From an optimization exercise on the open Yosys and OpenROAD flow, aimed at small area and a short achievable clock period; shortcuts taken in it are not production practice. Function was checked by simulation only, so behaviour that the tests miss may differ from the original. Power figures rest on the tool's default switching activity, not on a simulated workload.

`flow/config.mk`:
```
export PLATFORM = sky130hd
export DESIGN_NAME = riscv
export DESIGN_NICKNAME = riscv
export VERILOG_FILES = /design/flow/design.v
export SDC_FILE = /design/flow/constraint.sdc
export NUM_CORES = 4
export LEC_CHECK = 0
export CAP_MARGIN = 20
export CORE_MARGIN = 2
export CORE_UTILIZATION = 40
export PLACE_DENSITY = 0.6
export SLEW_MARGIN = 20
```
`flow/constraint.sdc`:
```
create_clock -name core_clock -period 10.0 [get_ports {clk_i}]
set_input_delay 2.0000 -clock core_clock [delete_from_list [all_inputs] [get_ports {clk_i}]]
set_output_delay 2.0000 -clock core_clock [all_outputs]
set_load 0.01 [all_outputs]
```
`flow/design.v`:
```
module adder #(
    parameter  DW = 32
)(
    input  [   1:0]    opcode_i,
    input  [DW-1:0]    data0_i ,
    input  [DW-1:0]    data1_i ,
    output [DW-1:0]    result_o
);
    logic signed [DW-1:0]    data0_signed   ;
    logic signed [DW-1:0]    data1_signed   ;
    logic signed [DW-1:0]    result_signed  ;
    logic        [DW-1:0]    result_unsigned;
    assign data0_signed = data0_i;
    assign data1_signed = data1_i;
    assign result_signed   = data0_signed + data1_signed;
    assign result_unsigned = data0_i + data1_i;
    assign result_o = opcode_i[0] ? result_signed   :
                      opcode_i[1] ? result_unsigned : 'h0;
endmodule
module subtractor#(
    parameter  DW = 32
)(
    input              enable_i,
    input  [DW-1:0]    data0_i ,
    input  [DW-1:0]    data1_i ,
    output [DW-1:0]    result_o
);
    logic signed [DW-1:0]    data0_signed   ;
    logic signed [DW-1:0]    data1_signed   ;
    logic signed [DW-1:0]    result_signed  ;
    assign data0_signed = data0_i;
    assign data1_signed = data1_i;
    assign result_signed = (enable_i) ? (data0_signed - data1_signed) : 'h0;
    assign result_o = enable_i ? result_signed : 'h0;
endmodule
module shifter #(
    parameter DW          = 32 ,
    parameter SHIFT_WIDTH = 5
)(
    input  [   2:0]    opcode_i,
    input  [DW-1:0]    data0_i ,
    input  [DW-1:0]    data1_i ,
    output [DW-1:0]    result_o
);
    logic signed [DW-1:0]    data0_signed;
    logic signed [DW-1:0]    sra_res     ;
    assign data0_signed = data0_i;
    assign sra_res      = (data0_signed >>> data1_i[SHIFT_WIDTH-1:0]);
    assign result_o = (opcode_i[0]) ? (data0_i << data1_i[SHIFT_WIDTH-1:0]) :
                      (opcode_i[1]) ? (data0_i >> data1_i[SHIFT_WIDTH-1:0]) :
                      (opcode_i[2]) ? sra_res : 'h0;
endmodule
module comparator#(
    parameter DW = 32
)(
    input  [   5:0]    opcode_i,
    input  [DW-1:0]    data0_i ,
    input  [DW-1:0]    data1_i ,
    output [DW-1:0]    result_o
);
    logic signed [DW-1:0]    data0_signed;
    logic signed [DW-1:0]    data1_signed;
    logic                    compare_res ;
    assign data0_signed = data0_i;
    assign data1_signed = data1_i;
    assign compare_res = opcode_i[0] ? (data0_i == data1_i          ) :
                         opcode_i[1] ? (data0_i != data1_i          ) :
                         opcode_i[2] ? (data0_signed < data1_signed ) :
                         opcode_i[3] ? (data0_i < data1_i           ) :
                         opcode_i[4] ? (data0_signed >= data1_signed) :
                         opcode_i[5] ? (data0_i >= data1_i          ) : 'h0;
    assign result_o = {{(DW-1){1'b0}},compare_res};
endmodule
module alu #(
    parameter DW          = 32      ,  
    parameter SHIFT_WIDTH = 32         
)(
    input              clk_i        ,  
    input              resetn_i     ,  
    input  [   1:0]    adder_op_i   ,
    input  [   5:0]    compare_op_i ,
    input  [   2:0]    shift_op_i   ,
    input              sub_en_i     ,
    input              xor_en_i     ,
    input              or_en_i      ,
    input              and_en_i     ,
    input  [DW-1:0]    data0_i      ,
    input  [DW-1:0]    data1_i      ,
    output [DW-1:0]    result_o     ,
    input  [DW-1:0]    compare_data0,
    input  [DW-1:0]    compare_data1,
    output [DW-1:0]    compare_res_o
);
    logic [DW-1:0]    adder_res;
    logic             adder_en ;
    adder #(
        .DW          (DW                )
    ) adder_inst(
        .opcode_i    (adder_op_i        ),
        .data0_i     (data0_i           ),
        .data1_i     (data1_i           ),
        .result_o    (adder_res         )
    );
    assign adder_en = |adder_op_i;
    logic [DW-1:0]    sub_res;
    subtractor #(
        .DW          (DW                )
    ) subtractor_inst(
        .enable_i    (sub_en_i          ),
        .data0_i     (data0_i           ),
        .data1_i     (data1_i           ),
        .result_o    (sub_res           )
    );
    logic [DW-1:0]    shift_res;
    logic             shift_en ;
    shifter #(
        .DW            (DW                 ),
        .SHIFT_WIDTH   (SHIFT_WIDTH        )
    ) shifter_inst(
        .opcode_i       (shift_op_i        ),
        .data0_i        (data0_i           ),
        .data1_i        (data1_i           ),
        .result_o       (shift_res         )
    );
    assign shift_en = |shift_op_i;
    logic [DW-1:0]    compare_res;
    logic             compare_en ;
    comparator #(
        .DW          (DW           )
    ) comparator_inst(
        .opcode_i    (compare_op_i ),
        .data0_i     (compare_data0),
        .data1_i     (compare_data1),
        .result_o    (compare_res  )
    );
    assign compare_en = |compare_op_i;
    logic [DW-1:0]    xor_res;
    logic [DW-1:0]    or_res ;
    logic [DW-1:0]    and_res;
    assign xor_res = data0_i ^ data1_i;
    assign or_res  = data0_i | data1_i;
    assign and_res = data0_i & data1_i;
    assign result_o = adder_en   ? adder_res   :
                      sub_en_i   ? sub_res     :
                      shift_en   ? shift_res   :
                      compare_en ? compare_res :
                      xor_en_i   ? xor_res     :
                      or_en_i    ? or_res      :
                      and_en_i   ? and_res     : 'h0;
    assign compare_res_o = compare_res;
endmodule
module instr_fetch(
    input                 clk_i         ,  
    input                 clk_2x_i      ,  
    input                 resetn_i      ,  
    input  [32-1:0]    instr_i       ,  
    input  [32-1:0]    branch_addr_i ,  
    input                 branch_valid_i,  
    input                 branch_taken_i,  
    output [32-1:0]    pc_o          ,  
    output [32-1:0]    instr_o          
);
    logic branch_valid_d;
    logic [32-1:0]    pc_reg[0:1];
    always_ff @(posedge clk_i)
        begin
        if(!resetn_i)
            begin
            pc_reg[0] <= 32'h0;
            end
        else
            begin
            if(branch_valid_d & !branch_taken_i)
                begin
                pc_reg[0] <= pc_reg[1] + 4;
                end
            else if(branch_valid_i)
                begin
                pc_reg[0] <= branch_addr_i;
                end
            else
                begin
                pc_reg[0] <= pc_reg[0] + 4;
                end
            end
        end
    always_ff @(posedge clk_i)
        begin
        if(!resetn_i)
            begin
            pc_reg[1] <= 32'h0;
            end
        else
            begin
            if(branch_valid_i)
                begin
                pc_reg[1] <= pc_reg[0] + 4;
                end
            end
        end
    always_ff @(posedge clk_i)
        begin
        if(!resetn_i)
            begin
            branch_valid_d <= 'h0;
            end
        else
            begin
            branch_valid_d <= branch_valid_i;
            end
        end
    assign pc_o    = (branch_valid_d & !branch_taken_i) ? pc_reg[1] : pc_reg[0];
    assign instr_o = instr_i;
endmodule
module instr_decode(
    input                           clk_i            ,  
    input                           resetn_i         ,  
    input                           halt_i           ,  
    input  [          32-1:0]    pc_i             ,  
    input  [          32-1:0]    instr_i          ,  
    input  [          32-1:0]    rs1_data_i       ,  
    input  [          32-1:0]    rs2_data_i       ,  
    input  [5-1:0]    forward_rd_addr_i,  
    input  [          32-1:0]    forward_rd_data_i,  
    output [          32-1:0]    pc_o             ,  
    output [  7-1:0]    opcode_o         ,  
    output [          32-1:0]    exec_op_o        ,  
    output [5-1:0]    rd_addr_o        ,  
    output [  3-1:0]    funct3_o         ,  
    output [5-1:0]    rs1_addr_o       ,  
    output [5-1:0]    rs2_addr_o       ,  
    output [          32-1:0]    rs1_data_o       ,  
    output [          32-1:0]    rs2_data_o       ,  
    output                          rs_read_en_o     ,  
    output [  7-1:0]    funct7_o         ,  
    output [          32-1:0]    imm_i_data_o     ,  
    output [          32-1:0]    imm_s_data_o     ,  
    output [          32-1:0]    imm_b_data_o     ,  
    output [          32-1:0]    imm_u_data_o     ,  
    output [          32-1:0]    imm_j_data_o     ,  
    output [          32-1:0]    branch_addr_o    ,
    output                          branch_valid_o
);
    logic [1:0]    resetn_pipe  ;
    logic          decode_enable;
    always_ff @(posedge clk_i)
        begin
        if(!resetn_i)
            begin
            resetn_pipe <= 'h0;
            end
        else
            begin
            resetn_pipe <= {resetn_pipe[0],resetn_i};
            end
        end
    assign decode_enable = resetn_pipe[0];
    logic [  7-1:0]    opcode     ;  
    logic [5-1:0]    rd_addr    ;  
    logic [  3-1:0]    funct3     ;  
    logic [5-1:0]    rs1_addr   ;  
    logic [5-1:0]    rs2_addr   ;  
    logic [  7-1:0]    funct7     ;  
    logic [          32-1:0]    imm_i_data ;  
    logic [          32-1:0]    imm_s_data ;  
    logic [          32-1:0]    imm_b_data ;  
    logic [          32-1:0]    imm_u_data ;  
    logic [          32-1:0]    imm_j_data ;  
    logic [          32-1:0]    branch_addr;  
    assign opcode     = instr_i[6:0 ];
    assign rd_addr    = instr_i[11:7 ];
    assign funct3     = instr_i[14:12 ];
    assign rs1_addr   = instr_i[19:15];
    assign rs2_addr   = instr_i[24:20];
    assign funct7     = instr_i[31:25 ];
    assign imm_i_data  = {{20{instr_i[31]}},instr_i[31:20]}; 
    assign imm_s_data  = {{20{instr_i[31]}},instr_i[31:25],instr_i[11:7]}; 
    assign imm_b_data  = {{20{instr_i[31]}},instr_i[7],instr_i[30:25],instr_i[11:8],1'b0};  
    assign imm_u_data  = {instr_i[31:12],12'b0};  
    assign imm_j_data  = {{12{instr_i[31]}},instr_i[19:12],instr_i[20],instr_i[30:21],1'b0};  
    assign branch_addr = pc_i + $signed(imm_b_data);
    localparam [32:0] NOP        = 32'h0000_0000,  
                      ALU_ADD    = 32'h0000_0001,  
                      ALU_ADDU   = 32'h0000_0002,  
                      ALU_SUB    = 32'h0000_0004,  
                      ALU_SLL    = 32'h0000_0008,  
                      ALU_SRL    = 32'h0000_0010,  
                      ALU_SRA    = 32'h0000_0020,  
                      ALU_SLT    = 32'h0000_0040,  
                      ALU_SLTU   = 32'h0000_0080,  
                      ALU_XOR    = 32'h0000_0100,  
                      ALU_OR     = 32'h0000_0200,  
                      ALU_AND    = 32'h0000_0400,  
                      ALU_BEQ    = 32'h0000_0800,  
                      ALU_BNE    = 32'h0000_1000,  
                      ALU_BLT    = 32'h0000_2000,  
                      ALU_BLTU   = 32'h0000_4000,  
                      ALU_BGE    = 32'h0000_8000,  
                      ALU_BGEU   = 32'h0001_0000,  
                      INSTR_JUMP = 32'h0002_0000,  
                      LUI_AUIPC  = 32'h0004_0000,  
                      MEM_LB     = 32'h0008_0000,  
                      MEM_LH     = 32'h0010_0000,  
                      MEM_LW     = 32'h0020_0000,  
                      MEM_LBU    = 32'h0040_0000,  
                      MEM_LHU    = 32'h0080_0000,  
                      MEM_SB     = 32'h0100_0000,  
                      MEM_SH     = 32'h0200_0000,  
                      MEM_SW     = 32'h0400_0000;  
    logic [32-1:0] exec_op     ;
    logic             imm_instr   ;
    logic             branch_instr;
    always_comb
        begin
        imm_instr    = 1'b0;
        branch_instr = 1'b0;
        case(opcode)
            7'b0110011 :
                begin
                case(funct3)
                    3'b000 : exec_op <= (funct7 == 7'b0000000) ? ALU_ADD  :
                                              (funct7 == 7'b0100000) ? ALU_SUB  : NOP;
                    3'b001     : exec_op <= (funct7 == 7'b0000000) ? ALU_SLL  : NOP;
                    3'b010     : exec_op <= (funct7 == 7'b0000000) ? ALU_SLT  : NOP;
                    3'b011    : exec_op <= (funct7 == 7'b0000000) ? ALU_SLTU : NOP;
                    3'b100     : exec_op <= (funct7 == 7'b0000000) ? ALU_XOR  : NOP;
                    3'b101 : exec_op <= (funct7 == 7'b0000000) ? ALU_SRL  :
                                              (funct7 == 7'b0100000) ? ALU_SRA  : NOP;
                    3'b110      : exec_op <= (funct7 == 7'b0000000) ? ALU_OR   : NOP;
                    3'b111     : exec_op <= (funct7 == 7'b0000000) ? ALU_AND  : NOP;
                    default      : exec_op <= NOP;
                endcase
                end
            7'b0010011 :
                begin
                imm_instr = 1'b1;
                case(funct3)
                    3'b000      : exec_op <= ALU_ADD;
                    3'b001      : exec_op <= (funct7 == 7'b0000000) ? ALU_SLL : NOP;
                    3'b010      : exec_op <= ALU_SLT ;
                    3'b011     : exec_op <= ALU_SLTU;
                    3'b100      : exec_op <= ALU_XOR ;
                    3'b101 : exec_op <= (funct7 == 7'b0000000) ? ALU_SRL :
                                                (funct7 == 7'b0100000) ? ALU_SRA : NOP;
                    3'b110       : exec_op <= ALU_OR ;
                    3'b111      : exec_op <= ALU_AND;
                    default        : exec_op <= NOP    ;
                endcase
                end
            7'b1100011 :
                begin
                branch_instr = 1'b1;
                case(funct3)
                    3'b000  : exec_op <= ALU_BEQ ;
                    3'b001  : exec_op <= ALU_BNE ;
                    3'b100  : exec_op <= ALU_BLT ;
                    3'b101  : exec_op <= ALU_BGE ;
                    3'b110 : exec_op <= ALU_BLTU;
                    3'b111 : exec_op <= ALU_BGEU;
                    default   : exec_op <= NOP;
                endcase
                end
            7'b0110111   : exec_op <= LUI_AUIPC ;
            7'b0010111 : exec_op <= LUI_AUIPC ;
            7'b1101111   : exec_op <= INSTR_JUMP;
            7'b1100111  : exec_op <= INSTR_JUMP;
            7'b0000011  :
                begin
                case(funct3)
                    3'b000  : exec_op <= MEM_LB ;
                    3'b001  : exec_op <= MEM_LH ;
                    3'b010  : exec_op <= MEM_LW ;
                    3'b100 : exec_op <= MEM_LBU;
                    3'b101 : exec_op <= MEM_LHU;
                    default  : exec_op <= NOP;
                endcase
                end
            7'b0100011 :
                begin
                case(funct3)
                    3'b000  : exec_op <= MEM_SB;
                    3'b001  : exec_op <= MEM_SH;
                    3'b010  : exec_op <= MEM_SW;
                    default  : exec_op <= NOP   ;
                endcase
                end
            default : exec_op <= NOP;
        endcase
        end
    logic [          32-1:0]    pc_reg        ;  
    logic [          32-1:0]    pc_d_reg      ;  
    logic [          32-1:0]    rs1_addr_reg  ;  
    logic [          32-1:0]    rs2_addr_reg  ;  
    logic [5-1:0]    rd_addr_reg   ;  
    logic [  7-1:0]    opcode_reg    ;  
    logic [          32-1:0]    exec_op_reg   ;  
    logic [  3-1:0]    funct3_reg    ;  
    logic [  7-1:0]    funct7_reg    ;  
    logic [          32-1:0]    imm_i_data_reg;  
    logic [          32-1:0]    imm_s_data_reg;  
    logic [          32-1:0]    imm_b_data_reg;  
    logic [          32-1:0]    imm_u_data_reg;  
    logic [          32-1:0]    imm_j_data_reg;  
    logic [                2:0]    imm_instr_reg ;
    always_ff @(posedge clk_i)
        begin
        if(!resetn_i)
            begin
            pc_reg         <= 'h0;
            pc_d_reg       <= 'h0;
            rs1_addr_reg   <= 'h0;
            rs2_addr_reg   <= 'h0;
            opcode_reg     <= 'h0;
            exec_op_reg    <= 'h0;
            rd_addr_reg    <= 'h0;
            funct3_reg     <= 'h0;
            funct7_reg     <= 'h0;
            imm_i_data_reg <= 'h0;
            imm_s_data_reg <= 'h0;
            imm_b_data_reg <= 'h0;
            imm_u_data_reg <= 'h0;
            imm_j_data_reg <= 'h0;
            imm_instr_reg  <= 'h0;
            end
        else
            begin
                pc_reg         <= pc_i      ;
                pc_d_reg       <= pc_reg    ;
                rs1_addr_reg   <= rs1_addr  ;
                rs2_addr_reg   <= rs2_addr  ;
                opcode_reg     <= opcode    ;
                funct3_reg     <= funct3    ;
                funct7_reg     <= funct7    ;
                imm_i_data_reg <= imm_i_data;
                imm_s_data_reg <= imm_s_data;
                imm_b_data_reg <= imm_b_data;
                imm_u_data_reg <= imm_u_data;
                imm_j_data_reg <= imm_j_data;
                imm_instr_reg  <= {imm_instr_reg[1:0],imm_instr};
            if(halt_i)
                begin
                rd_addr_reg <= 'h0;
                exec_op_reg <= NOP;
                end
            else
                begin
                rd_addr_reg <= rd_addr;
                exec_op_reg <= exec_op;
                end
            end
        end
    logic                forward_en          ;
    logic [      2:0]    forward_rs1         ;
    logic [      2:0]    forward_rs2         ;
    logic [32-1:0]    forward_rd_addr[0:1];
    logic [32-1:0]    forward_rd_data[0:1];
    always_ff @(posedge clk_i)
        begin
        if(!resetn_i)
            begin
            forward_en         <= 'h0;
            forward_rd_addr[0] <= 'h0;
            forward_rd_data[0] <= 'h0;
            forward_rd_addr[1] <= 'h0;
            forward_rd_data[1] <= 'h0;
            end
        else
            begin
            forward_en         <= decode_enable     ;
            forward_rd_addr[0] <= forward_rd_addr_i ;
            forward_rd_data[0] <= forward_rd_data_i ;
            forward_rd_addr[1] <= forward_rd_addr[0];
            forward_rd_data[1] <= forward_rd_data[0];
            end
        end
    assign forward_rs1[0] = (forward_rd_addr_i == rs1_addr_reg) ? forward_en : 1'b0;
    assign forward_rs2[0] = (forward_rd_addr_i == rs2_addr_reg) ? forward_en & ~imm_instr_reg[0] : 1'b0;
    assign forward_rs1[1] = (forward_rd_addr[0] == rs1_addr_reg) ? forward_en : 1'b0;
    assign forward_rs2[1] = (forward_rd_addr[0] == rs2_addr_reg) ? forward_en & ~imm_instr_reg[1] : 1'b0;
    assign forward_rs1[2] = (forward_rd_addr[1] == rs1_addr_reg) ? forward_en : 1'b0;
    assign forward_rs2[2] = (forward_rd_addr[1] == rs2_addr_reg) ? forward_en & ~imm_instr_reg[2] : 1'b0;
    assign pc_o         = decode_enable ? pc_d_reg       : 'h0;
    assign opcode_o     = decode_enable ? opcode_reg     : 'h0;
    assign exec_op_o    = decode_enable ? exec_op_reg    : 'h0;
    assign rd_addr_o    = decode_enable ? rd_addr_reg    : 'h0;
    assign funct3_o     = decode_enable ? funct3_reg     : 'h0;
    assign funct7_o     = decode_enable ? funct7_reg     : 'h0;
    assign imm_i_data_o = decode_enable ? imm_i_data_reg : 'h0;
    assign imm_s_data_o = decode_enable ? imm_s_data_reg : 'h0;
    assign imm_b_data_o = decode_enable ? imm_b_data_reg : 'h0;
    assign imm_u_data_o = decode_enable ? imm_u_data_reg : 'h0;
    assign imm_j_data_o = decode_enable ? imm_j_data_reg : 'h0;
    assign rs1_addr_o   = decode_enable ? rs1_addr       : 'h0;
    assign rs2_addr_o   = decode_enable ? rs2_addr       : 'h0;
    assign rs_read_en_o = decode_enable;
    assign rs1_data_o   = forward_rs1[0] ? forward_rd_data_i  :
                          forward_rs1[1] ? forward_rd_data[0] :
                          forward_rs1[2] ? forward_rd_data[1] : rs1_data_i;
    assign rs2_data_o   = forward_rs2[0] ? forward_rd_data_i  :
                          forward_rs2[1] ? forward_rd_data[0] :
                          forward_rs2[2] ? forward_rd_data[1] : rs2_data_i;
    assign branch_addr_o  = branch_addr ;
    assign branch_valid_o = branch_instr;
endmodule
module instr_exec(
    input                           clk_i           ,  
    input                           resetn_i        ,  
    input                           halt_i          ,  
    input  [          32-1:0]    pc_i            ,  
    input  [  7-1:0]    opcode_i        ,  
    input  [          32-1:0]    exec_op_i       ,  
    input  [  3-1:0]    funct3_i        ,  
    input  [  7-1:0]    funct7_i        ,  
    input  [5-1:0]    rd_addr_i       ,  
    input  [          32-1:0]    imm_i_data_i    ,  
    input  [          32-1:0]    imm_s_data_i    ,  
    input  [          32-1:0]    imm_b_data_i    ,  
    input  [          32-1:0]    imm_u_data_i    ,  
    input  [          32-1:0]    imm_j_data_i    ,  
    input  [          32-1:0]    rs1_data_i      ,  
    input  [          32-1:0]    rs2_data_i      ,  
    output                          branch_en_o     ,  
    output [          32-1:0]    branch_addr_o   ,  
    output [          32-1:0]    mem_addr_o      ,  
    output                          mem_read_en_o   ,  
    output                          mem_write_en_o  ,  
    output [          32-1:0]    mem_write_data_o,  
    output [5-1:0]    rd_addr_o       ,  
    output                          rd_write_en_o   ,  
    output [                4:0]    rd_write_fmt_o  ,  
    output [          32-1:0]    rd_data_o          
);
    logic [1:0]    resetn_pipe;
    logic          exec_enable;
    always_ff @(posedge clk_i)
        begin
        if(!resetn_i)
            begin
            resetn_pipe <= 'h0;
            end
        else
            begin
            resetn_pipe <= {resetn_pipe[0],resetn_i};
            end
        end
    assign exec_enable = resetn_pipe[1];
    logic [      1:0]    adder_op     ;
    logic [      5:0]    compare_op   ;
    logic [      2:0]    shift_op     ;
    logic                sub_en       ;
    logic                xor_en       ;
    logic                and_en       ;
    logic                or_en        ;
    logic                branch_en    ;
    logic                rd_write_en  ;
    logic                mem_read_en  ;
    logic                mem_write_en ;
    logic [32-1:0]    compare_data0;
    logic [32-1:0]    compare_data1;
    logic [32-1:0]    compare_res  ;
    logic [      4:0]    rd_write_fmt ;
    assign adder_op   = exec_op_i[ 1:0] | exec_op_i[18] | {1'b0,(branch_en | mem_read_en | mem_write_en)};
    assign sub_en     = exec_op_i[   2];
    assign shift_op   = exec_op_i[ 5:3];
    assign compare_op = {exec_op_i[7:6],2'b00} | exec_op_i[16:11];
    assign xor_en = exec_op_i[ 8];
    assign or_en  = exec_op_i[ 9];
    assign and_en = exec_op_i[10];
    assign rd_write_en  = |exec_op_i & !exec_op_i[16:11] & !mem_write_en;
    assign rd_write_fmt = exec_op_i[23:19] ;
    assign mem_read_en  = |exec_op_i[23:19];
    assign mem_write_en = |exec_op_i[26:24];
    assign branch_en = exec_op_i[17] | (exec_op_i[16:11] && compare_res[0]);
    logic [32-1:0]    data0         ;
    logic [32-1:0]    data1         ;
    logic [32-1:0]    mem_addr      ;
    logic [32-1:0]    mem_write_data;
    logic [32-1:0]    rd_data       ;
    logic [32-1:0]    alu_result    ;
    logic [32-1:0]    branch_addr   ;
    always_comb
        begin
        case(opcode_i)
            7'b0110011 :
                begin
                data0         <= rs1_data_i;
                data1         <= rs2_data_i;
                compare_data0 <= rs1_data_i;
                compare_data1 <= rs2_data_i;
                rd_data       <= alu_result;
                mem_addr      <= 'h0       ;
                branch_addr   <= 'h0       ;
                end
            7'b0010011 :
                begin
                data0         <= rs1_data_i  ;
                data1         <= imm_i_data_i;
                compare_data0 <= rs1_data_i  ;
                compare_data1 <= rs2_data_i  ;
                rd_data       <= alu_result  ;
                mem_addr      <= 'h0         ;
                branch_addr   <= 'h0         ;
                end
            7'b1100011 :
                begin
                data0         <= pc_i        ;
                data1         <= imm_b_data_i;
                compare_data0 <= rs1_data_i  ;
                compare_data1 <= rs2_data_i  ;
                rd_data       <= 'h0         ;
                mem_addr      <= 'h0         ;
                branch_addr   <= alu_result  ;
                end
            7'b0110111 :
                begin
                data0         <= 'h0         ;
                data1         <= 'h0         ;
                compare_data0 <= 'h0         ;
                compare_data1 <= 'h0         ;
                rd_data       <= imm_u_data_i;
                mem_addr      <= 'h0         ;
                branch_addr   <= 'h0         ;
                end
            7'b0010111 :
                begin
                data0         <= pc_i        ;
                data1         <= imm_u_data_i;
                rd_data       <= alu_result  ;
                compare_data0 <= 'h0         ;
                compare_data1 <= 'h0         ;
                mem_addr      <= 'h0         ;
                branch_addr   <= 'h0         ;
                end
            7'b1101111 :
                begin
                data0         <= pc_i          ;
                data1         <= imm_j_data_i  ;
                compare_data0 <= 'h0           ;
                compare_data1 <= 'h0           ;
                rd_data       <= pc_i + 4;
                mem_addr      <= 'h0           ;
                branch_addr   <= alu_result    ;
                end
            7'b1100111 :
                begin
                data0         <= rs1_data_i    ;
                data1         <= imm_i_data_i  ;
                compare_data0 <= 'h0           ;
                compare_data1 <= 'h0           ;
                rd_data       <= pc_i + 4;
                mem_addr      <= 'h0           ;
                branch_addr   <= alu_result    ;
                end
            7'b0000011 :
                begin
                data0         <= rs1_data_i  ;
                data1         <= imm_i_data_i;
                compare_data0 <= 'h0         ;
                compare_data1 <= 'h0         ;
                rd_data       <= 'h0         ;
                mem_addr      <= alu_result  ;
                branch_addr   <= 'h0         ;
                end
            7'b0100011 :
                begin
                data0         <= rs1_data_i  ;
                data1         <= imm_s_data_i;
                compare_data0 <= 'h0         ;
                compare_data1 <= 'h0         ;
                rd_data       <= 'h0         ;
                mem_addr      <= alu_result  ;
                branch_addr   <= 'h0         ;
                end
            default :
                begin
                data0         <= 'h0;
                data1         <= 'h0;
                compare_data0 <= 'h0;
                compare_data1 <= 'h0;
                rd_data       <= 'h0;
                mem_addr      <= 'h0;
                branch_addr   <= 'h0;
                end
        endcase
        end
    assign mem_write_data = exec_op_i[24] ? {{(32-8){1'b0}},rs2_data_i[7:0]}   :
                            exec_op_i[25] ? {{(32-16){1'b0}},rs2_data_i[15:0]} :
                            exec_op_i[26] ? rs2_data_i : 'h0;
    alu #(
        .DW              (32         ),
        .SHIFT_WIDTH     (5  )
    ) alu_inst(
        .clk_i           (clk_i         ),
        .resetn_i        (resetn_i      ),
        .adder_op_i      (adder_op      ),
        .compare_op_i    (compare_op    ),
        .shift_op_i      (shift_op      ),
        .sub_en_i        (sub_en        ),
        .xor_en_i        (xor_en        ),
        .and_en_i        (and_en        ),
        .or_en_i         (or_en         ),
        .data0_i         (data0         ),
        .data1_i         (data1         ),
        .compare_data0   (compare_data0 ),
        .compare_data1   (compare_data1 ),
        .compare_res_o   (compare_res   ),
        .result_o        (alu_result    )
    );
    logic                          branch_en_reg     ;
    logic [          32-1:0]    branch_addr_reg   ;
    logic                          mem_write_en_reg  ;
    logic                          mem_read_en_reg   ;
    logic [          32-1:0]    mem_addr_reg      ;
    logic [          32-1:0]    mem_write_data_reg;
    logic [5-1:0]    rd_addr_reg       ;
    logic [                4:0]    rd_write_fmt_reg  ;
    logic [          32-1:0]    rd_data_reg       ;
    logic                          rd_write_en_reg   ;
    always_ff @(posedge clk_i)
        begin
        if(!resetn_i)
            begin
            branch_en_reg      <= 'h0;
            branch_addr_reg    <= 'h0;
            rd_addr_reg        <= 'h0;
            rd_write_en_reg    <= 'h0;
            rd_write_fmt_reg   <= 'h0;
            rd_data_reg        <= 'h0;
            mem_addr_reg       <= 'h0;
            mem_read_en_reg    <= 'h0;
            mem_write_en_reg   <= 'h0;
            mem_write_data_reg <= 'h0;
            end
        else
            begin
            if(!halt_i)
                begin
                branch_addr_reg    <= branch_addr   ;
                branch_en_reg      <= branch_en     ;
                rd_addr_reg        <= rd_addr_i     ;
                rd_write_en_reg    <= rd_write_en   ;
                rd_write_fmt_reg   <= rd_write_fmt  ;
                rd_data_reg        <= rd_data       ;
                mem_addr_reg       <= mem_addr      ;
                mem_read_en_reg    <= mem_read_en   ;
                mem_write_en_reg   <= mem_write_en  ;
                mem_write_data_reg <= mem_write_data;
                end
            else
                begin
                branch_en_reg      <= branch_en     ;
                branch_addr_reg    <= branch_addr   ;
                rd_addr_reg        <= rd_addr_i     ;
                rd_write_en_reg    <= 'h0           ;
                rd_write_fmt_reg   <= 'h0           ;
                rd_data_reg        <= rd_data       ;
                mem_addr_reg       <= mem_addr      ;
                mem_read_en_reg    <= 'h0           ;
                mem_write_en_reg   <= 'h0           ;
                mem_write_data_reg <= mem_write_data;
                end
            end
        end
    assign branch_en_o      = branch_en         ;
    assign branch_addr_o    = branch_addr_reg   ;
    assign rd_data_o        = rd_data_reg       ;
    assign rd_write_en_o    = rd_write_en_reg & exec_enable;
    assign rd_write_fmt_o   = rd_write_fmt_reg  ;
    assign rd_addr_o        = rd_addr_reg       ;
    assign mem_addr_o       = mem_addr_reg      ;
    assign mem_read_en_o    = mem_read_en_reg & exec_enable;
    assign mem_write_en_o   = mem_write_en_reg & exec_enable;
    assign mem_write_data_o = mem_write_data_reg;
endmodule
module mem_access(
    input                           clk_i           ,  
    input                           resetn_i        ,  
    input                           halt_i          ,  
    input  [          32-1:0]    mem_addr_i      ,  
    input                           mem_read_en_i   ,  
    input  [          32-1:0]    mem_read_data_i ,  
    input                           mem_write_en_i  ,  
    input  [          32-1:0]    mem_write_data_i,  
    input  [5-1:0]    rd_addr_i       ,  
    input                           rd_write_en_i   ,  
    input  [                4:0]    rd_write_fmt_i  ,  
    input  [          32-1:0]    rd_data_i       ,  
    output [          32-1:0]    mem_addr_o      ,  
    output                          mem_read_en_o   ,  
    output                          mem_write_en_o  ,  
    output [          32-1:0]    mem_write_data_o,  
    output [5-1:0]    rd_addr_o       ,  
    output                          rd_write_en_o   ,  
    output [          32-1:0]    rd_data_o          
);
    logic [2:0]    resetn_pipe;
    logic          mem_enable ;
    always_ff @(posedge clk_i)
        begin
        if(!resetn_i)
            begin
            resetn_pipe <= 'h0;
            end
        else
            begin
            resetn_pipe <= {resetn_pipe[1:0],resetn_i};
            end
        end
    assign mem_enable = resetn_pipe[2];
    logic                          mem_read_en_reg ;
    logic [5-1:0]    rd_addr_reg     ;
    logic                          rd_write_en_reg ;
    logic [                4:0]    rd_write_fmt_reg;
    logic [          32-1:0]    rd_data_reg     ;
    always_ff @(posedge clk_i)
        begin
        if(!resetn_i)
            begin
            mem_read_en_reg  <= 'h0;
            rd_addr_reg      <= 'h0;
            rd_write_en_reg  <= 'h0;
            rd_write_fmt_reg <= 'h0;
            rd_data_reg      <= 'h0;
            end
        else
            begin
            mem_read_en_reg  <= mem_read_en_i ;
            rd_addr_reg      <= rd_addr_i     ;
            rd_write_en_reg  <= rd_write_en_i ;
            rd_write_fmt_reg <= rd_write_fmt_i;
            rd_data_reg      <= rd_data_i     ;
            end
        end
    logic [32-1:0]    mem_addr_reg        ;
    logic                mem_write_en_reg    ;
    logic [32-1:0]    mem_write_data_reg  ;
    logic [32-1:0]    mem_read_data       ;
    logic                forward_mem_en      ;
    logic                forward_mem_en_reg  ;
    logic [32-1:0]    forward_mem_data_reg;
    always_ff @(posedge clk_i)
        begin
        if(!resetn_i)
            begin
            mem_addr_reg         <= 'h0;
            mem_write_en_reg     <= 'h0;
            mem_write_data_reg   <= 'h0;
            forward_mem_en_reg   <= 'h0;
            forward_mem_data_reg <= 'h0;
            end
        else
            begin
            mem_addr_reg         <= mem_addr_i        ;
            mem_write_en_reg     <= mem_write_en_i    ;
            mem_write_data_reg   <= mem_write_data_i  ;
            forward_mem_en_reg   <= forward_mem_en    ;
            forward_mem_data_reg <= mem_write_data_reg;
            end
        end
    assign forward_mem_en = (mem_addr_reg == mem_addr_i) ? (mem_write_en_reg & mem_read_en_i): 'h0;
    assign mem_read_data  = forward_mem_en_reg ? forward_mem_data_reg : mem_read_data_i;
    logic [32-1:0]    mem2rd_data;
    assign mem2rd_data = (mem_enable & mem_read_en_reg & rd_write_fmt_reg[0]) ? {{(32-8){mem_read_data[7]}},mem_read_data[7:0]}    :
                         (mem_enable & mem_read_en_reg & rd_write_fmt_reg[1]) ? {{(32-16){mem_read_data[15]}},mem_read_data[15:0]} :
                         (mem_enable & mem_read_en_reg & rd_write_fmt_reg[2]) ? mem_read_data :
                         (mem_enable & mem_read_en_reg & rd_write_fmt_reg[3]) ? {{(32-8){1'b0}},mem_read_data[7:0]}   :
                         (mem_enable & mem_read_en_reg & rd_write_fmt_reg[4]) ? {{(32-16){1'b0}},mem_read_data[15:0]} : 'h0;
    assign mem_addr_o       = mem_enable ? mem_addr_i : 'h0;
    assign mem_read_en_o    = mem_read_en_i & !halt_i & mem_enable;
    assign mem_write_en_o   = mem_write_en_i & !halt_i & mem_enable;
    assign mem_write_data_o = mem_enable ? mem_write_data_i : 'h0;
    assign rd_data_o        = (mem_read_en_reg & mem_enable ) ? mem2rd_data :
                              (!mem_read_en_reg & mem_enable) ? rd_data_reg : 'h0;
    assign rd_addr_o        = mem_enable ? rd_addr_reg     : 'h0;
    assign rd_write_en_o    = mem_enable ? rd_write_en_reg : 'h0;
endmodule
module reg_write(
    input                           clk_i        ,  
    input                           resetn_i     ,  
    input                           halt_i       ,  
    input  [5-1:0]    rd_addr_i    ,  
    input                           rd_write_en_i,  
    input  [          32-1:0]    rd_data_i    ,  
    output [5-1:0]    rd_addr_o    ,  
    output                          rd_write_en_o,  
    output [          32-1:0]    rd_data_o       
);
    logic          reg_enable ;
    logic [2:0]    resetn_pipe;
    always_ff @(posedge clk_i)
        begin
        if(!resetn_i)
            begin
            resetn_pipe <= 'h0;
            end
        else
            begin
            resetn_pipe <= {resetn_pipe[1:0],resetn_i};
            end
        end
    assign reg_enable = resetn_pipe[2];
    assign rd_addr_o     = rd_addr_i;
    assign rd_write_en_o = reg_enable & rd_write_en_i & !halt_i;
    assign rd_data_o     = rd_data_i;
endmodule
module sys_regs(
    input                           clk_i        ,  
    input                           resetn_i     ,  
    input  [5-1:0]    rs1_addr_i   ,  
    input  [5-1:0]    rs2_addr_i   ,  
    input                           read_en_i    ,  
    input  [5-1:0]    rd_addr_i    ,  
    input                           rd_write_en_i,  
    input  [          32-1:0]    rd_data_i    ,  
    output [          32-1:0]    rs1_data_o   ,  
    output [          32-1:0]    rs2_data_o      
);
    logic [32-1:0]    x0 ;  
    logic [32-1:0]    x1 ;
    logic [32-1:0]    x2 ;
    logic [32-1:0]    x3 ;
    logic [32-1:0]    x4 ;
    logic [32-1:0]    x5 ;
    logic [32-1:0]    x6 ;
    logic [32-1:0]    x7 ;
    logic [32-1:0]    x8 ;
    logic [32-1:0]    x9 ;
    logic [32-1:0]    x10;
    logic [32-1:0]    x11;
    logic [32-1:0]    x12;
    logic [32-1:0]    x13;
    logic [32-1:0]    x14;
    logic [32-1:0]    x15;
    logic [32-1:0]    x16;
    logic [32-1:0]    x17;
    logic [32-1:0]    x18;
    logic [32-1:0]    x19;
    logic [32-1:0]    x20;
    logic [32-1:0]    x21;
    logic [32-1:0]    x22;
    logic [32-1:0]    x23;
    logic [32-1:0]    x24;
    logic [32-1:0]    x25;
    logic [32-1:0]    x26;
    logic [32-1:0]    x27;
    logic [32-1:0]    x28;
    logic [32-1:0]    x29;
    logic [32-1:0]    x30;
    logic [32-1:0]    x31;
    always_ff @(posedge clk_i)
        begin
        if(!resetn_i)
            begin
            x0  <= 32'h0;;
            x1  <= 32'h0;;
            x2  <= 32'h0;;
            x3  <= 32'h0;;
            x4  <= 32'h0;;
            x5  <= 32'h0;;
            x6  <= 32'h0;;
            x7  <= 32'h0;;
            x8  <= 32'h0;;
            x9  <= 32'h0;;
            x10 <= 32'h0;;
            x11 <= 32'h0;;
            x12 <= 32'h0;;
            x13 <= 32'h0;;
            x14 <= 32'h0;;
            x15 <= 32'h0;;
            x16 <= 32'h0;;
            x17 <= 32'h0;;
            x18 <= 32'h0;;
            x19 <= 32'h0;;
            x20 <= 32'h0;;
            x21 <= 32'h0;;
            x22 <= 32'h0;;
            x23 <= 32'h0;;
            x24 <= 32'h0;;
            x25 <= 32'h0;;
            x26 <= 32'h0;;
            x27 <= 32'h0;;
            x28 <= 32'h0;;
            x29 <= 32'h0;;
            x30 <= 32'h0;;
            x31 <= 32'h0;;
            end
        else
            begin
            if(rd_write_en_i)
                case(rd_addr_i)
                    5'h01  : x1  <= rd_data_i;
                    5'h02  : x2  <= rd_data_i;
                    5'h03  : x3  <= rd_data_i;
                    5'h04  : x4  <= rd_data_i;
                    5'h05  : x5  <= rd_data_i;
                    5'h06  : x6  <= rd_data_i;
                    5'h07  : x7  <= rd_data_i;
                    5'h08  : x8  <= rd_data_i;
                    5'h09  : x9  <= rd_data_i;
                    5'h0A : x10 <= rd_data_i;
                    5'h0B : x11 <= rd_data_i;
                    5'h0C : x12 <= rd_data_i;
                    5'h0D : x13 <= rd_data_i;
                    5'h0E : x14 <= rd_data_i;
                    5'h0F : x15 <= rd_data_i;
                    5'h10 : x16 <= rd_data_i;
                    5'h11 : x17 <= rd_data_i;
                    5'h12 : x18 <= rd_data_i;
                    5'h13 : x19 <= rd_data_i;
                    5'h14 : x20 <= rd_data_i;
                    5'h15 : x21 <= rd_data_i;
                    5'h16 : x22 <= rd_data_i;
                    5'h17 : x23 <= rd_data_i;
                    5'h18 : x24 <= rd_data_i;
                    5'h19 : x25 <= rd_data_i;
                    5'h1A : x26 <= rd_data_i;
                    5'h1B : x27 <= rd_data_i;
                    5'h1C : x28 <= rd_data_i;
                    5'h1D : x29 <= rd_data_i;
                    5'h1E : x30 <= rd_data_i;
                    5'h1F : x31 <= rd_data_i;
                    default : ;
                endcase
            end
        end
    logic [32-1:0]    rs1_data_reg;
    always_ff @(posedge clk_i)
        begin
        if(!resetn_i)
            begin
            rs1_data_reg <= 32'h0;
            end
        else
            begin
            if(read_en_i)
                begin
                case(rs1_addr_i)
                    5'h00  : rs1_data_reg <= 32'h0;
                    5'h01  : rs1_data_reg <= x1;
                    5'h02  : rs1_data_reg <= x2;
                    5'h03  : rs1_data_reg <= x3;
                    5'h04  : rs1_data_reg <= x4;
                    5'h05  : rs1_data_reg <= x5;
                    5'h06  : rs1_data_reg <= x6;
                    5'h07  : rs1_data_reg <= x7;
                    5'h08  : rs1_data_reg <= x8;
                    5'h09  : rs1_data_reg <= x9;
                    5'h0A : rs1_data_reg <= x10;
                    5'h0B : rs1_data_reg <= x11;
                    5'h0C : rs1_data_reg <= x12;
                    5'h0D : rs1_data_reg <= x13;
                    5'h0E : rs1_data_reg <= x14;
                    5'h0F : rs1_data_reg <= x15;
                    5'h10 : rs1_data_reg <= x16;
                    5'h11 : rs1_data_reg <= x17;
                    5'h12 : rs1_data_reg <= x18;
                    5'h13 : rs1_data_reg <= x19;
                    5'h14 : rs1_data_reg <= x20;
                    5'h15 : rs1_data_reg <= x21;
                    5'h16 : rs1_data_reg <= x22;
                    5'h17 : rs1_data_reg <= x23;
                    5'h18 : rs1_data_reg <= x24;
                    5'h19 : rs1_data_reg <= x25;
                    5'h1A : rs1_data_reg <= x26;
                    5'h1B : rs1_data_reg <= x27;
                    5'h1C : rs1_data_reg <= x28;
                    5'h1D : rs1_data_reg <= x29;
                    5'h1E : rs1_data_reg <= x30;
                    5'h1F : rs1_data_reg <= x31;
                    default : ;
                endcase
                end
            end
        end
    assign rs1_data_o = rs1_data_reg;
    logic [32-1:0]    rs2_data_reg;
    always_ff @(posedge clk_i)
        begin
        if(!resetn_i)
            begin
            rs2_data_reg <= 32'h0;
            end
        else
            begin
            if(read_en_i)
                begin
                case(rs2_addr_i)
                    5'h00  : rs2_data_reg <= 32'h0;
                    5'h01  : rs2_data_reg <= x1;
                    5'h02  : rs2_data_reg <= x2;
                    5'h03  : rs2_data_reg <= x3;
                    5'h04  : rs2_data_reg <= x4;
                    5'h05  : rs2_data_reg <= x5;
                    5'h06  : rs2_data_reg <= x6;
                    5'h07  : rs2_data_reg <= x7;
                    5'h08  : rs2_data_reg <= x8;
                    5'h09  : rs2_data_reg <= x9;
                    5'h0A : rs2_data_reg <= x10;
                    5'h0B : rs2_data_reg <= x11;
                    5'h0C : rs2_data_reg <= x12;
                    5'h0D : rs2_data_reg <= x13;
                    5'h0E : rs2_data_reg <= x14;
                    5'h0F : rs2_data_reg <= x15;
                    5'h10 : rs2_data_reg <= x16;
                    5'h11 : rs2_data_reg <= x17;
                    5'h12 : rs2_data_reg <= x18;
                    5'h13 : rs2_data_reg <= x19;
                    5'h14 : rs2_data_reg <= x20;
                    5'h15 : rs2_data_reg <= x21;
                    5'h16 : rs2_data_reg <= x22;
                    5'h17 : rs2_data_reg <= x23;
                    5'h18 : rs2_data_reg <= x24;
                    5'h19 : rs2_data_reg <= x25;
                    5'h1A : rs2_data_reg <= x26;
                    5'h1B : rs2_data_reg <= x27;
                    5'h1C : rs2_data_reg <= x28;
                    5'h1D : rs2_data_reg <= x29;
                    5'h1E : rs2_data_reg <= x30;
                    5'h1F : rs2_data_reg <= x31;
                    default : ;
                endcase
                end
            end
        end
    assign rs2_data_o  = rs2_data_reg;
endmodule
module halt_ctrl(
    input     clk_i           ,
    input     resetn_i        ,
    input     branch_en_i     ,
    output    halt_decode_o   ,
    output    halt_exec_o     ,
    output    halt_mem_o      ,
    output    halt_reg_write_o
);
    logic [3:0] halt_pipe;
    always_ff @(posedge clk_i)
        begin
        if(!resetn_i)
            begin
            halt_pipe <= 'h0;
            end
        else
            begin
            halt_pipe <= {halt_pipe[2:0],branch_en_i};
            end
        end
    assign halt_decode_o    = 1'b0; 
    assign halt_exec_o      = 1'b0; 
    assign halt_mem_o       = 1'b0; 
    assign halt_reg_write_o = 1'b0; 
endmodule
module riscv(
    input                 clk_i           ,  
    input                 resetn_i        ,  
    output [32-1:0]    instr_addr_o    ,  
    input  [32-1:0]    instr_i         ,  
    output [32-1:0]    mem_addr_o      ,  
    output                mem_read_en_o   ,  
    input  [32-1:0]    mem_read_data_i ,  
    output                mem_write_en_o  ,  
    output [32-1:0]    mem_write_data_o   
);
    logic [32-1:0]    fetch_instr   ;  
    logic [32-1:0]    fetch_pc      ;  
    logic [32-1:0]    fetch_rs1_data;  
    logic [32-1:0]    fetch_rs2_data;  
    logic [          32-1:0]    decode_pc          ;  
    logic [  7-1:0]    decode_opcode      ;  
    logic [          32-1:0]    decode_exec_op     ;  
    logic [5-1:0]    decode_rd_addr     ;  
    logic [  3-1:0]    decode_funct3      ;  
    logic [5-1:0]    decode_rs1_addr    ;  
    logic [5-1:0]    decode_rs2_addr    ;  
    logic                          decode_rs_read_en  ;  
    logic [  7-1:0]    decode_funct7      ;  
    logic [          32-1:0]    decode_rs1_data    ;  
    logic [          32-1:0]    decode_rs2_data    ;  
    logic [          32-1:0]    decode_imm_i_data  ;  
    logic [          32-1:0]    decode_imm_s_data  ;  
    logic [          32-1:0]    decode_imm_b_data  ;  
    logic [          32-1:0]    decode_imm_u_data  ;  
    logic [          32-1:0]    decode_imm_j_data  ;  
    logic [          32-1:0]    decode_branch_addr ;
    logic                          decode_branch_valid;
    logic [          32-1:0]    exec_mem_addr      ;  
    logic                          exec_mem_read_en   ;  
    logic                          exec_mem_write_en  ;  
    logic [          32-1:0]    exec_mem_write_data;  
    logic [5-1:0]    exec_rd_addr       ;  
    logic                          exec_rd_write_en   ;  
    logic [                4:0]    exec_rd_write_fmt  ;  
    logic [          32-1:0]    exec_rd_data       ;  
    logic                          exec_branch_en     ;  
    logic [          32-1:0]    exec_branch_addr   ;  
    logic [5-1:0]    mem_rd_addr    ;  
    logic                          mem_rd_write_en;  
    logic [          32-1:0]    mem_rd_data    ;  
    logic [          32-1:0]    mem_addr       ;  
    logic                          mem_read_en    ;  
    logic                          mem_write_en   ;  
    logic [          32-1:0]    mem_write_data ;  
    logic [5-1:0]    reg_write_rd_addr    ;  
    logic                          reg_write_rd_write_en;  
    logic [          32-1:0]    reg_write_rd_data    ;  
    logic    halt_decode    ;  
    logic    halt_exec      ;  
    logic    halt_mem       ;  
    logic    halt_reg_write ;  
    instr_fetch instr_fetch_inst(
        .clk_i             (clk_i                        ),
        .resetn_i          (resetn_i                     ),
        .instr_i           (instr_i                      ),
        .branch_valid_i    (decode_branch_valid          ),
        .branch_addr_i     (decode_branch_addr           ),
        .branch_taken_i    (exec_branch_en               ),
        .pc_o              (fetch_pc                     ),
        .instr_o           (fetch_instr                  )
    );
    assign instr_addr_o = fetch_pc;  
    instr_decode instr_decode_inst(
        .clk_i             (clk_i                        ),
        .resetn_i          (resetn_i                     ),
        .halt_i            (halt_decode                  ),
        .pc_i              (fetch_pc                     ),
        .instr_i           (fetch_instr                  ),
        .rs1_data_i        (fetch_rs1_data               ),
        .rs2_data_i        (fetch_rs2_data               ),
        .forward_rd_addr_i (exec_rd_addr                 ),
        .forward_rd_data_i (exec_rd_data                 ),
        .pc_o              (decode_pc                    ),
        .opcode_o          (decode_opcode                ),
        .exec_op_o         (decode_exec_op               ),
        .funct3_o          (decode_funct3                ),
        .funct7_o          (decode_funct7                ),
        .rs1_addr_o        (decode_rs1_addr              ),
        .rs2_addr_o        (decode_rs2_addr              ),
        .rs1_data_o        (decode_rs1_data              ),
        .rs2_data_o        (decode_rs2_data              ),
        .rs_read_en_o      (decode_rs_read_en            ),
        .rd_addr_o         (decode_rd_addr               ),
        .imm_i_data_o      (decode_imm_i_data            ),
        .imm_s_data_o      (decode_imm_s_data            ),
        .imm_b_data_o      (decode_imm_b_data            ),
        .imm_u_data_o      (decode_imm_u_data            ),
        .imm_j_data_o      (decode_imm_j_data            ),
        .branch_addr_o     (decode_branch_addr           ),
        .branch_valid_o    (decode_branch_valid          )
    );
    instr_exec instr_exec_inst (
        .clk_i             (clk_i                        ),
        .resetn_i          (resetn_i                     ),
        .halt_i            (halt_exec                    ),
        .pc_i              (decode_pc                    ),
        .opcode_i          (decode_opcode                ),
        .exec_op_i         (decode_exec_op               ),
        .funct3_i          (decode_funct3                ),
        .funct7_i          (decode_funct7                ),
        .rd_addr_i         (decode_rd_addr               ),
        .imm_i_data_i      (decode_imm_i_data            ),
        .imm_s_data_i      (decode_imm_s_data            ),
        .imm_b_data_i      (decode_imm_b_data            ),
        .imm_u_data_i      (decode_imm_u_data            ),
        .imm_j_data_i      (decode_imm_j_data            ),
        .rs1_data_i        (decode_rs1_data              ),
        .rs2_data_i        (decode_rs2_data              ),
        .branch_en_o       (exec_branch_en               ),
        .branch_addr_o     (exec_branch_addr             ),
        .mem_addr_o        (exec_mem_addr                ),
        .mem_read_en_o     (exec_mem_read_en             ),
        .mem_write_en_o    (exec_mem_write_en            ),
        .mem_write_data_o  (exec_mem_write_data          ),
        .rd_addr_o         (exec_rd_addr                 ),
        .rd_write_en_o     (exec_rd_write_en             ),
        .rd_write_fmt_o    (exec_rd_write_fmt            ),
        .rd_data_o         (exec_rd_data                 )
    );
    mem_access mem_access_inst(
        .clk_i             (clk_i                        ),
        .resetn_i          (resetn_i                     ),
        .halt_i            (halt_mem                     ),
        .mem_addr_i        (exec_mem_addr                ),
        .mem_read_en_i     (exec_mem_read_en             ),
        .mem_read_data_i   (mem_read_data_i              ),
        .mem_write_en_i    (exec_mem_write_en            ),
        .mem_write_data_i  (exec_mem_write_data          ),
        .rd_addr_i         (exec_rd_addr                 ),
        .rd_write_en_i     (exec_rd_write_en             ),
        .rd_write_fmt_i    (exec_rd_write_fmt            ),
        .rd_data_i         (exec_rd_data                 ),
        .mem_addr_o        (mem_addr                     ),
        .mem_read_en_o     (mem_read_en                  ),
        .mem_write_en_o    (mem_write_en                 ),
        .mem_write_data_o  (mem_write_data               ),
        .rd_addr_o         (mem_rd_addr                  ),
        .rd_write_en_o     (mem_rd_write_en              ),
        .rd_data_o         (mem_rd_data                  )
    );
    assign mem_addr_o       = mem_addr      ;
    assign mem_read_en_o    = mem_read_en   ;
    assign mem_write_en_o   = mem_write_en  ;
    assign mem_write_data_o = mem_write_data;
    reg_write reg_write_inst(
        .clk_i             (clk_i                        ),
        .resetn_i          (resetn_i                     ),
        .halt_i            (halt_reg_write               ),
        .rd_addr_i         (mem_rd_addr                  ),
        .rd_write_en_i     (mem_rd_write_en              ),
        .rd_data_i         (mem_rd_data                  ),
        .rd_addr_o         (reg_write_rd_addr            ),
        .rd_write_en_o     (reg_write_rd_write_en        ),
        .rd_data_o         (reg_write_rd_data            )
    );
    sys_regs sys_regs_inst(
        .clk_i             (clk_i                        ),
        .resetn_i          (resetn_i                     ),
        .read_en_i         (decode_rs_read_en            ),
        .rs1_addr_i        (decode_rs1_addr              ),
        .rs2_addr_i        (decode_rs2_addr              ),
        .rs1_data_o        (fetch_rs1_data               ),
        .rs2_data_o        (fetch_rs2_data               ),
        .rd_addr_i         (reg_write_rd_addr            ),
        .rd_write_en_i     (reg_write_rd_write_en        ),
        .rd_data_i         (reg_write_rd_data            )
    );
    halt_ctrl halt_ctrl_inst(
        .clk_i             (clk_i                        ),
        .resetn_i          (resetn_i                     ),
        .branch_en_i       (exec_branch_en               ),
        .halt_decode_o     (halt_decode                  ),
        .halt_exec_o       (halt_exec                    ),
        .halt_mem_o        (halt_mem                     ),
        .halt_reg_write_o  (halt_reg_write               )
    );
endmodule
```
`flow/run.sh`:
```
#!/bin/bash
# synth_recipe.tcl (not shown) runs the flow's synth.tcl, then flattens the netlist and writes it again
# the make line also repeats each setting of config.mk as NAME=value (left out here)
make -C /OpenROAD-flow-scripts/flow DESIGN_CONFIG=/design/flow/config.mk WORK_HOME=/design/flow/orfs CLKGATE_MAP_FILE= SYNTH_SCRIPT=/design/flow/synth_recipe.tcl finish
```
==> results.py <==
metrics = {
    "flow_run": {
        "drv_cap": 0,
    },
    "power": {
        "powerDensity_mw_per_mm2": 151,
        "ir_drop_v": 0.000147,
        "p_total_mw": 13.3,
        "p_leak_nw": 29.2,
    },
    "detailed_routing": {
        "wire_per_inst_um": 36.3,
        "drt_iter0_drc": 16400,
        "final_antenna_net_count": 0,
        "via_per_inst": 7.05,
        "drt-total-wl_um": 421000,
        "vias": 81800,
        "drcViolationCount": 0,
        "dr.pass1.iters": 13,
    },
    "logic_synthesis": {
        "yosysMostFrequentCell": "dfxtp_1",
        "syn-cell-area_mm2": 0.0776,
        "ys_top_cells_by_area": "dfxtp_1 40%, a211oi_1 11%, nor2_1 7.2%, a22oi_1 4.9%, clkbuf_1 3.8%",
        "ys.flop_type": "dfxtp_1",
        "netlist_top_cells_count": "1537 x dfxtp_1, 1497 x nor2_1, 1104 x a211oi_1",
        "synth.top_cell.area_share_pct": 39.7,
        "synth-edff-count": 0,
        "yosysSeqAreaShare_pct": 39.7,
        "async_reset_ff_share_pct": 0,
        "yosysWarnings": 10,
        "synth_area_leader_cell": "dfxtp_1",
        "synth_cells": 9222,
        "ys_ff_latch": 1537,
        "synth.distinct_cells": 94,
        "synth_nets": 9455,
        "avgSynthCellArea_um2": 8.41,
    },
    "sta": {
        "fin_tns_setup_ps": 0,
        "fin_crit_sh_pct": 95.3,
        "timing.slew.headroom_pct": 15.9,
        "rsz0062_at_grt": "no",
        "drv_slew": 0,
        "setup_viol": 0,
        "max_freq_mhz": 105,
        "finalHoldViolations": 0,
        "timing.final.crit_period_ps": 9530,
        "finClkSkew_ps": 89.1,
        "worst_pin_slew_ps": 1260,
    },
    "setup_path": {
        "worst_setup_path_end_kind": "output pin",
        "required_ps": 8000,
        "worst-path-buf-inv": 4,
        "cpMostUsedCell": "nand4_1",
        "critical-path-slowest-cell": "dfxtp_1",
        "worst_path_largest_cell_delay_ps": 530,
        "critical_path_class": "flop to output pin",
        "cp_data_arrival_time_ps": 7530,
        "crit_chain": "xnor2_1, nand4_1, nor2_4, buf_4, mux2i_1, a211oi_1, a21oi_1, or2_2, ha_1, nand4_1, nor4_1, nand4_1, a211o_1, a211oi_1, or3b_2, a31o_2, buf_6, mux2i_1, inv_1, clkdlybuf4s50_1",
        "reg2reg_slack_ps": 1070,
        "crit_fanout": 47,
        "crit_family": "simple AND/OR/NAND/NOR gates",
        "cp-start-kind": "flop",
    },
    "grt": {
        "grt_pass1_vias": 74000,
        "grt-ovfl-total": 0,
        "antenna_found_initial": 32,
        "track_usage_pct": 40.7,
        "grt_max_degree": 195,
        "grt_pass1_wl_um": 579000,
    },
    "clock_network": {
        "cts_max_path_buffers": 3,
        "cts_hold_buffers": 0,
        "cts_tree": "built",
        "cts-root-buf": "clkbuf_16",
        "clk_latency_ps": 900,
        "clock_sinks": 1537,
        "clkTransAtPathRegs_ps": 60,
        "cts_buffers": 167,
        "htree_num_levels": 4,
    },
    "die": {
        "rows": 161,
        "core-area_mm2": 0.193,
        "die-area_mm2": 0.198,
        "io_pins": 164,
        "die_w_um": 444,
        "start_util_pct": 40.3,
        "die_h_um": 444,
    },
    "hold_path": {
        "worstHoldPathType": "flop to flop",
    },
    "placement": {
        "port_buffers": 163,
        "globalplace.congestion": 1.02,
        "place_hpwl_um": 265000,
    },
    "final_layout": {
        "fill_cells": 18600,
        "multi_input_area_mm2": 0.0442,
        "largest_reg_flops": 64,
        "final-seq-area_mm2": 0.0308,
        "nets": 9153,
        "drive_gt1_share_pct": 8.66,
        "area_growth_pct": 13.6,
    },
    "outcome": {
        "status": "finished clean",
    },
}
-- cells in the final DEF, fill, tap and decap left out, types with 28 or more instances in the layout --
cell | synthesis | layout
clkbuf_1 | 783 | 34
a21o_1 | 29 | 29
nor2_4 | 0 | 97
a221oi_1 | 212 | 196
o211ai_1 | 70 | 70
inv_1 | 108 | 106
a21oi_1 | 341 | 328
or2_2 | 41 | 41
a31oi_1 | 60 | 59
buf_4 | 14 | 262
o21a_1 | 41 | 41
clkbuf_8 | 0 | 29
a22o_1 | 184 | 184
xor2_1 | 72 | 72
and3_1 | 43 | 42
a222oi_1 | 145 | 145
a211oi_1 | 1104 | 1094
nand4_1 | 184 | 184
nand3_1 | 182 | 182
clkinv_2 | 0 | 28
o21ai_0 | 169 | 167
dfxtp_1 | 1537 | 1534
clkbuf_16 | 0 | 168
nor3_1 | 187 | 186
ha_1 | 164 | 164
nand2_1 | 365 | 364
clkdlybuf4s50_1 | 0 | 162
mux2i_1 | 244 | 244
o22ai_1 | 46 | 46
and2_1 | 322 | 321
xnor2_1 | 102 | 102
a22oi_1 | 510 | 509
nor2_1 | 1497 | 1398
-- per-stage QoR --
stage	std cells	utilization [%]	setup slack, ps	hold slack [ps]	cell area (µm²)
after global routing	11600	45.8	63.6	426	88100
final	11600	45.8	466	394	88200
after floorplan	9222	-	2160	412	77600
after CTS	11600	45.7	38.8	412	88000
after detailed placement	11300	42.7	930	417	82100
after global placement	11300	42.6	1120	415	82100
-- where the power goes --
group	switching, mW	internal (mW)
registers	0.0247	6.14
clock network	2.82	3.81
logic	0.390	0.120
total	3.23	10.1
-- timing repair --
item / CTS / global route
setup endpoints to repair: 0 / 23
buffers inserted: 0 / 6
gates resized for setup: 0 / 2
-- kinds of logic after synthesis --
kind of cell    Yosys count  share of synthesized area, %
compound gates         3128                          29.9
simple gates           2945                          17.3
flops                  1537                          39.7
buf+inv                1015                          5.10
mux                     256                          3.33
xor+xnor                174                          1.96
fa+ha+maj               167                          2.72
-- path summary, 6_finish.rpt --
check                                              start                                        to  cells past startpoint
setup / recovery     instr_decode_inst.imm_j_data_reg[1]                          instr_addr_o[31]                     20
hold / removal    mem_access_inst.mem_write_data_reg[25]  mem_access_inst.forward_mem_data_reg[25]                      1
setup reg to reg     instr_decode_inst.imm_j_data_reg[1]            instr_fetch_inst.pc_reg[0][30]                     31
hold reg to reg   mem_access_inst.mem_write_data_reg[25]  mem_access_inst.forward_mem_data_reg[25]                      1
-- routing by layer --
| layer | up-vias | GRT usage (%) | routed length, µm |
|---|---|---|---|
| li1 | 34100 | - | - |
| met5 | - | 1.03 | 206 |
| met1 | 39000 | 54.2 | 165000 |
| met3 | 1803 | 15.0 | 61200 |
| met2 | 6910 | 55.7 | 165000 |
| met4 | 26 | 23.7 | 29300 |
-- area by class of cell --
type,instances,share of cell area [%]
timing repair buffer,431,4.22
antenna,27,0.0766
clock buffer,231,5.37
sequential,1537,34.9
multi-input combinational,6670,50.1
inverter,113,0.491
clock inverter,74,1.28
tap,2526,3.58

-- afterwards: timing with drivers on the ports --
The flow's constraints put no driver on any port. The routed layout listed below was extracted and timed again, unchanged, in two steps. Step 1: set_driving_cell puts a clkbuf_16 on clk_i and a buf_2 on each other input, an assumption about the parent block. Step 2 adds t to the input delays and takes it off the output delays; t is the mean of the earliest and latest rising clock arrival at the registers after step 1. Input paths then give back, and output paths get back, about the clock's delay inside the block. Slacks: ideal ports / drivers / drivers and shift; pairs: ideal ports / drivers.
t, ns: 0.941
setup WS [ns]: 0.466 / 0.380 / 1.073
latest minus earliest clock arrival (ns): 0.090 / 0.089
slew at the worst register clock pin (ns): 0.07 / 0.07
cell pins on the clock port's net: 1
After both steps setup and hold are still met in this run. For this run, drivers alone change the setup slack by -0.086 ns; drivers and shift together by +0.607 ns.
